Background: an optimization exercise with open tools, aiming at small area. Do not read the settings as production practice. The RTL was checked by simulation tests, not by an equivalence proof against the original design.

## nonuniform_top_v0
module nonuniform_top_v0 #(
    parameter IMAGE_WIDE_LENGTH = 256    ,
    parameter IMAGE_HIGH_LENGTH = 192    ,
    parameter ADDRS_DW          = 21     ,
    parameter DW                = 16
) (
    input                               i_rst_n                 ,
    input                               i_clk                   ,
    input   [DW-1:0]                    i_data                  ,
    input                               i_hs                    ,
    input                               i_vs                    ,
    input   [3:0]                       i_clac_b_mean_num       ,
    input                               i_clac_b_en             ,
    input   [ADDRS_DW-1:0]              i_b_addrs               ,
    output                              o_clac_b_done           ,
    input   [3:0]                       i_data_sel              ,
    input   [ADDRS_DW-1:0]              i_k_addrs               ,
    input                               i_init_k_load           ,
    output                              o_bp_type               ,
    output  [DW-1:0]                    o_data                  ,
    output  [DW-1:0]                    o_calc_b_mean_data      ,
    output  [DW-1:0]                    o_center_y16_data       ,
    output  [DW-1:0]                    o_sub_aver_y16          ,
    output                              o_hs                    ,
    output                              o_vs                    ,
    output                              o_mem_wr_start          ,
    output   [ADDRS_DW-1:0]             o_mem_wr_addrs          ,
    output   [ADDRS_DW-1:0]             o_mem_wr_lengths        ,
    output   [DW-1:0]                   o_mem_wr_data           ,
    output                              o_mem_wr_data_vld       ,
    output                              o_mem_rd0_start         ,
    output   [ADDRS_DW-1:0]             o_mem_rd0_addrs         ,
    output   [ADDRS_DW-1:0]             o_mem_rd0_lengths       ,
    input    [DW-1:0]                   i_mem_rd0_data          ,
    output                              o_mem_rd0_data_req      ,
    output                              o_mem_rd1_start         ,
    output   [ADDRS_DW-1:0]             o_mem_rd1_addrs         ,
    output   [ADDRS_DW-1:0]             o_mem_rd1_lengths       ,
    input    [DW-1:0]                   i_mem_rd1_data          ,
    output                              o_mem_rd1_data_req
);
Settings: LEC_CHECK=0, CAP_MARGIN=20, CORE_MARGIN=2, CORE_UTILIZATION=65, PLACE_DENSITY=0.8, SLEW_MARGIN=20, SYNTH_HIERARCHICAL=1, SYNTH_MINIMUM_KEEP_SIZE=0; clock period 10.0 ns.
standard.sh (not shown) runs the stock make flow with config.mk's settings and CLKGATE_MAP_FILE= SYNTH_SCRIPT=/design/flow/synth_recipe.tcl, a recipe that flattens the netlist after the stock synthesis.
==> flow/flow/run.sh <==
#!/bin/bash
# Standard ORFS layout (the standard.sh), with the port buffers made from
# the smallest buffer cell and the clock tree built as below.
set -euo pipefail
export BUFFER_PORTS_ARGS="-buffer_cell sky130_fd_sc_hd__buf_1"
export SKIP_REPAIR_TIE_FANOUT=1
export CTS_ARGS="-sink_clustering_enable -repair_clock_nets -dont_use_dummy_load -buf_list {sky130_fd_sc_hd__clkbuf_4} -sink_clustering_size 10 -sink_clustering_max_diameter 40"
bash standard.sh > standard.log 2>&1
Then changed:
ABC_AREA = 1   (was unset)
=> The changed run produced a clean layout. Hold slack got worse by 11 ps. Critical path depth stays the same. Die area is lower by 0.47%. Worst setup slack got worse by 32 ps. Register-to-register slack improved by 20 ps.
Then changed:
==> flow/flow/run.sh (replaced) <==
#!/bin/bash
# Standard ORFS layout (the standard.sh), with the port buffers made from
# the smallest buffer cell and the clock tree built as below.
set -euo pipefail
export BUFFER_PORTS_ARGS="-buffer_cell sky130_fd_sc_hd__buf_1"
export SKIP_REPAIR_TIE_FANOUT=1
export CTS_ARGS="-sink_clustering_enable -repair_clock_nets -dont_use_dummy_load -buf_list {sky130_fd_sc_hd__clkbuf_8} -sink_clustering_size 16 -sink_clustering_max_diameter 50"
bash standard.sh > standard.log 2>&1
ABC_AREA = unset   (was 1)
Result:
- The changed run completed with no timing, DRC or antenna violations
- die area increases by 0.47%
- cell area is higher by 1.0%
- utilization came out higher by 0.50 points
- wire length went down by 5.4%
- global-route usage goes down by 2.1 points
- via count goes down by 3.0%


Setup of main:
nonuniform_top_v0, a different RTL version from the one above (not shown whole).
For scale: about 380 flip-flops, about 320 I/O pins.
clock: 10.0 ns
lec_check: 0
cap_margin: 20
core_margin: 2
core_utilization: 65
place_density: 0.8
slew_margin: 20
synth_hierarchical: 1
synth_minimum_keep_size: 0
==> flow/flow/run.sh <==
#!/bin/bash
# Standard ORFS layout (the standard.sh), with the port buffers made from
# the smallest buffer cell and the clock tree built as below.
set -euo pipefail
export BUFFER_PORTS_ARGS="-buffer_cell sky130_fd_sc_hd__buf_1"
export CTS_ARGS="-sink_clustering_enable -repair_clock_nets -dont_use_dummy_load -buf_list {sky130_fd_sc_hd__clkbuf_8}"
bash standard.sh > standard.log 2>&1
diff inputs: main => the feature branch
==> flow/flow/run.sh <==
#!/bin/bash
# Standard ORFS layout (the standard.sh), with the port buffers made from
# the smallest buffer cell and the clock tree built as below.
set -euo pipefail
export BUFFER_PORTS_ARGS="-buffer_cell sky130_fd_sc_hd__buf_1"
export CTS_ARGS="-sink_clustering_enable -repair_clock_nets -dont_use_dummy_load -buf_list {sky130_fd_sc_hd__clkbuf_8} -sink_clustering_size 16 -sink_clustering_max_diameter 50"
bash standard.sh > standard.log 2>&1
[summary]
- The feature branch | status: complete | timing, DRC, antenna: pass
- Clock buffer and inverter area fraction after layout, the feature branch and main, lower one = the feature branch.
- The hold slack reported for the feature branch is smaller than that of main by 11 ps.
- NOTE clock buffer count main->the feature branch decreased by more than a quarter
- The area growth from synthesis to final layout number comes out lower for the feature branch vs main.
- Summary of the feature branch over main: post-layout minimum cycle time increased 17 ps; routed wire length comparable; via count of the routed design -about 0.9%; non-clock buffer count rose by 3.


## willow
nonuniform_top_v0, a different RTL version from the one above (not shown whole).
Size: roughly 2100 cells after synthesis, about 320 I/O pins, roughly 0.022 mm^2 of cells after synthesis.
==> flow/config.mk <==
export PLATFORM = sky130hd
export DESIGN_NAME = nonuniform_top_v0
export DESIGN_NICKNAME = nonuniform_top_v0
export VERILOG_FILES = /design/flow/design.v
export SDC_FILE = /design/flow/constraint.sdc
export NUM_CORES = 4
export LEC_CHECK = 0
export CAP_MARGIN = 0
export CORE_MARGIN = 2
export CORE_UTILIZATION = 40
export GPL_TIMING_DRIVEN = 0
export PLACE_DENSITY = 0.6
export SLEW_MARGIN = 0
export SYNTH_HIERARCHICAL = 1
export SYNTH_MINIMUM_KEEP_SIZE = 0
==> flow/constraint.sdc <==
create_clock -name core_clock -period 10.0 [get_ports {i_clk}]
set_input_delay 2.0000 -clock core_clock [delete_from_list [all_inputs] [get_ports {i_clk}]]
set_output_delay 2.0000 -clock core_clock [all_outputs]
set_load 0.01 [all_outputs]
run.sh (not shown) runs the stock make flow with config.mk's settings and CLKGATE_MAP_FILE= SYNTH_SCRIPT=/design/flow/synth_recipe.tcl, a recipe that flattens the netlist after the stock synthesis.
Stock flow here: none of the scripts above is used.
The following lists how garnet was set up differently from willow:
Settings: changing CAP_MARGIN from 0 to 20; changing SLEW_MARGIN from 0 to 20; removing GPL_TIMING_DRIVEN (formerly 0).
==> flow/flow/run.sh (new file) <==
#!/bin/bash
# Standard ORFS layout, with the port buffers made from the smallest buffer cell.
set -euo pipefail
export BUFFER_PORTS_ARGS="-buffer_cell sky130_fd_sc_hd__buf_1"
bash standard.sh > standard.log 2>&1
==> flow/standard.sh (new file) <==
#!/bin/bash
# synth_recipe.tcl (not shown) runs the flow's synth.tcl, then flattens the netlist and writes it again
# the make line also repeats each setting of config.mk as NAME=value (left out here)
make -C /OpenROAD-flow-scripts/flow DESIGN_CONFIG=/design/flow/config.mk WORK_HOME=/design/flow/orfs CLKGATE_MAP_FILE= SYNTH_SCRIPT=/design/flow/synth_recipe.tcl "${@:-finish}"
removed: flow/run.sh
Notes after the runs:
Looking at garnet and willow, the clock latency at the later pin of the worst-skew pair is a wash.
willow vs garnet, end point of the critical path: pipe[0][3] vs o_sub_aver_y16[15]
garnet vs. willow: post-route cell area lower.
Summary of garnet over willow: clock buffer count from CTS went down by 2.6%, total routed wirelength went down by 5.2%.
When garnet is measured against willow, its arrival time at the worst endpoint turns out 2.61 ns lower.
### garnet -> xenon
==> flow/run.sh (new file) <==
#!/bin/bash
# synth_recipe.tcl (not shown) runs the flow's synth.tcl, then flattens the netlist and writes it again
# the make line also repeats each setting of config.mk as NAME=value (left out here)
make -C /OpenROAD-flow-scripts/flow DESIGN_CONFIG=/design/flow/config.mk WORK_HOME=/design/flow/orfs CLKGATE_MAP_FILE= SYNTH_SCRIPT=/design/flow/synth_recipe.tcl finish
removed: flow/flow/run.sh
removed: flow/standard.sh
## What came out
- As far as die area goes, garnet and xenon are indistinguishable; the numbers are identical.
- Delta (xenon minus garnet): cell depth of the worst setup path picked up an extra 14.
- Start point of the critical path = center_out[0]: garnet; start point of the critical path = i_mem_rd0_data[8]: xenon
- The required arrival time at the worst endpoint reported for xenon is greater than that of garnet by 2.47 ns.
- Diff garnet -> xenon: count of clock-buffer cells in the layout dropped 15%.
- Worst setup slack was higher in the run labelled garnet.
- xenon reports a higher number of gates given a new drive strength after cts than garnet does.
- End of the critical path: pipe[0][11] -> xenon, o_sub_aver_y16[15] -> garnet
- In xenon the layout overhead on the synthesized area turned out 6.9 points higher than in garnet.


Another version of the RTL of nonuniform_top_v0 (not shown whole).
For scale: ~2,100 cells after synthesis, roughly 380 flip-flops, about 320 I/O pins, about 21,000 um2 of cells after synthesis.
Settings: LEC_CHECK=0, ABC_AREA=1, CAP_MARGIN=20, CORE_MARGIN=2, CORE_UTILIZATION=65, PLACE_DENSITY=0.8, SLEW_MARGIN=20, SYNTH_HIERARCHICAL=1, SYNTH_MINIMUM_KEEP_SIZE=0; clock period 10.0 ns.
standard.sh (not shown) runs the stock make flow with config.mk's settings and CLKGATE_MAP_FILE= SYNTH_SCRIPT=/design/flow/synth_recipe.tcl, a recipe that flattens the netlist after the stock synthesis.
==> flow/flow/run.sh <==
#!/bin/bash
# Standard ORFS layout (the standard.sh), with the port buffers made from
# the smallest buffer cell and the clock tree built as below.
set -euo pipefail
export BUFFER_PORTS_ARGS="-buffer_cell sky130_fd_sc_hd__buf_1"
export SKIP_REPAIR_TIE_FANOUT=1
export GPL_KEEP_OVERFLOW=0
export CTS_ARGS="-sink_clustering_enable -repair_clock_nets -dont_use_dummy_load -buf_list {sky130_fd_sc_hd__clkbuf_4} -sink_clustering_size 10 -sink_clustering_max_diameter 40"
bash standard.sh > standard.log 2>&1
The baseline finished with timing, DRC and antenna clean.
Change:
--- a/flow/flow/run.sh
+++ b/flow/flow/run.sh
@@ -5,5 +5,4 @@
 export BUFFER_PORTS_ARGS="-buffer_cell sky130_fd_sc_hd__buf_1"
 export SKIP_REPAIR_TIE_FANOUT=1
-export GPL_KEEP_OVERFLOW=0
 export CTS_ARGS="-sink_clustering_enable -repair_clock_nets -dont_use_dummy_load -buf_list {sky130_fd_sc_hd__clkbuf_4} -sink_clustering_size 10 -sink_clustering_max_diameter 40"
 bash standard.sh > standard.log 2>&1
=> The new run finished clean. Register-to-register slack is better by 0.87 ns. Via count rose slightly. Setup slack is worse by 0.038 ns. Global-route usage fell by 0.33 points. Final cell count rose slightly. Design area fell slightly. Clock skew fell by 0.028 ns. Wire length fell slightly. Maximum frequency fell slightly.
Change:
==> flow/flow/run.sh (replaced) <==
#!/bin/bash
# Standard ORFS layout (the standard.sh), with the port buffers made from
# the smallest buffer cell and the clock tree built as below.
set -euo pipefail
export BUFFER_PORTS_ARGS="-buffer_cell sky130_fd_sc_hd__buf_1"
export SKIP_REPAIR_TIE_FANOUT=1
export CTS_ARGS="-sink_clustering_enable -repair_clock_nets -dont_use_dummy_load -buf_list {sky130_fd_sc_hd__clkbuf_2 sky130_fd_sc_hd__clkbuf_4} -sink_clustering_size 10 -sink_clustering_max_diameter 40"
bash standard.sh > standard.log 2>&1
The new run finished with timing, DRC and antenna clean. Cell count does not change. Final area is unchanged. Die area is unchanged. Maximum frequency does not change. Sequential share of layout area is unchanged. Routed wire length does not change. First-iteration DRC count stays the same. Clock skew does not change.
Change:
==> flow/flow/run.sh (replaced) <==
#!/bin/bash
# Standard ORFS layout (the standard.sh), with the port buffers made from
# the smallest buffer cell and the clock tree built as below.
set -euo pipefail
export BUFFER_PORTS_ARGS="-buffer_cell sky130_fd_sc_hd__buf_1"
export SKIP_REPAIR_TIE_FANOUT=1
export CTS_ARGS="-sink_clustering_enable -repair_clock_nets -dont_use_dummy_load -buf_list {sky130_fd_sc_hd__clkbuf_4} -sink_clustering_size 10 -sink_clustering_max_diameter 40"
bash standard.sh > standard.log 2>&1
CORE_UTILIZATION = 60   (was 65)
PLACE_DENSITY = 0.72   (was 0.8)
Cell count goes up by a few percent; sequential cell count does not change; final area goes up slightly; sequential share of layout area goes down by 0.12 points; utilization goes down by 5.4 points; die area goes up by a little under a tenth.

-- separate check: timing with driven ports --
The results above use ideal ports. As a check the final layouts listed here were re-extracted and re-timed, cells and wires unchanged.
Step 1 sets driving cells, clkbuf_16 on the clock port and buf_2 on the other inputs (assumed; they add their load-dependent delay and slew).
Step 2 moves the port delays by t, midway between the first and last clock arrival at a register: inputs arrive t later, outputs are due t later. That takes back most of the time a late clock gives input paths.
Slacks: ideal ports / drivers / drivers and shift; pairs: ideal ports / drivers.
run | t, ns | slack for setup (ns) | hold slack, ns | slew at the worst register clock pin (ns) | pins driven straight from the clock port
the first run of note 1 | 0.776 | 0.289 / 0.241 / -0.413 | 0.302 / 0.302 / 0.302 | 0.11 / 0.11 | 1
the second run of note 1 | 0.680 | 0.257 / 0.209 / -0.358 | 0.292 / 0.292 / 0.292 | 0.10 / 0.10 | 1
the third run of note 1 | 0.575 | 0.279 / 0.229 / -0.242 | 0.283 / 0.283 / 0.283 | 0.10 / 0.10 | 1
main | 0.603 | 0.238 / 0.190 / -0.094 | 0.301 / 0.301 / 0.301 | 0.07 / 0.07 | 1
the feature branch | 0.553 | 0.221 / 0.176 / -0.159 | 0.290 / 0.290 / 0.290 | 0.10 / 0.10 | 1
willow | 0.583 | 0.128 / 0.150 / -0.433 | 0.320 / 0.320 / 0.320 | 0.07 / 0.07 | 1
garnet | 0.589 | 0.283 / 0.232 / -0.211 | 0.323 / 0.323 / 0.323 | 0.06 / 0.06 | 1
xenon | 0.581 | 0.229 / 0.204 / -0.344 | 0.323 / 0.323 / 0.323 | 0.07 / 0.07 | 1
the first run of note 4 | 0.668 | 0.230 / 0.187 / -0.405 | 0.292 / 0.292 / 0.292 | 0.11 / 0.11 | 1
the second run of note 4 | 0.668 | 0.192 / 0.174 / -0.459 | 0.284 / 0.284 / 0.284 | 0.10 / 0.10 | 1
the third run of note 4 | 0.668 | 0.192 / 0.174 / -0.459 | 0.284 / 0.284 / 0.284 | 0.10 / 0.10 | 1
the fourth run of note 4 | 0.727 | 0.209 / 0.177 / -0.499 | 0.275 / 0.275 / 0.275 | 0.10 / 0.10 | 1
With both steps, setup timing fails in every run listed, where it was met with ideal ports. For the fourth run of note 4, which loses most, drivers alone change the setup slack by -0.032 ns; drivers and shift together by -0.708 ns.
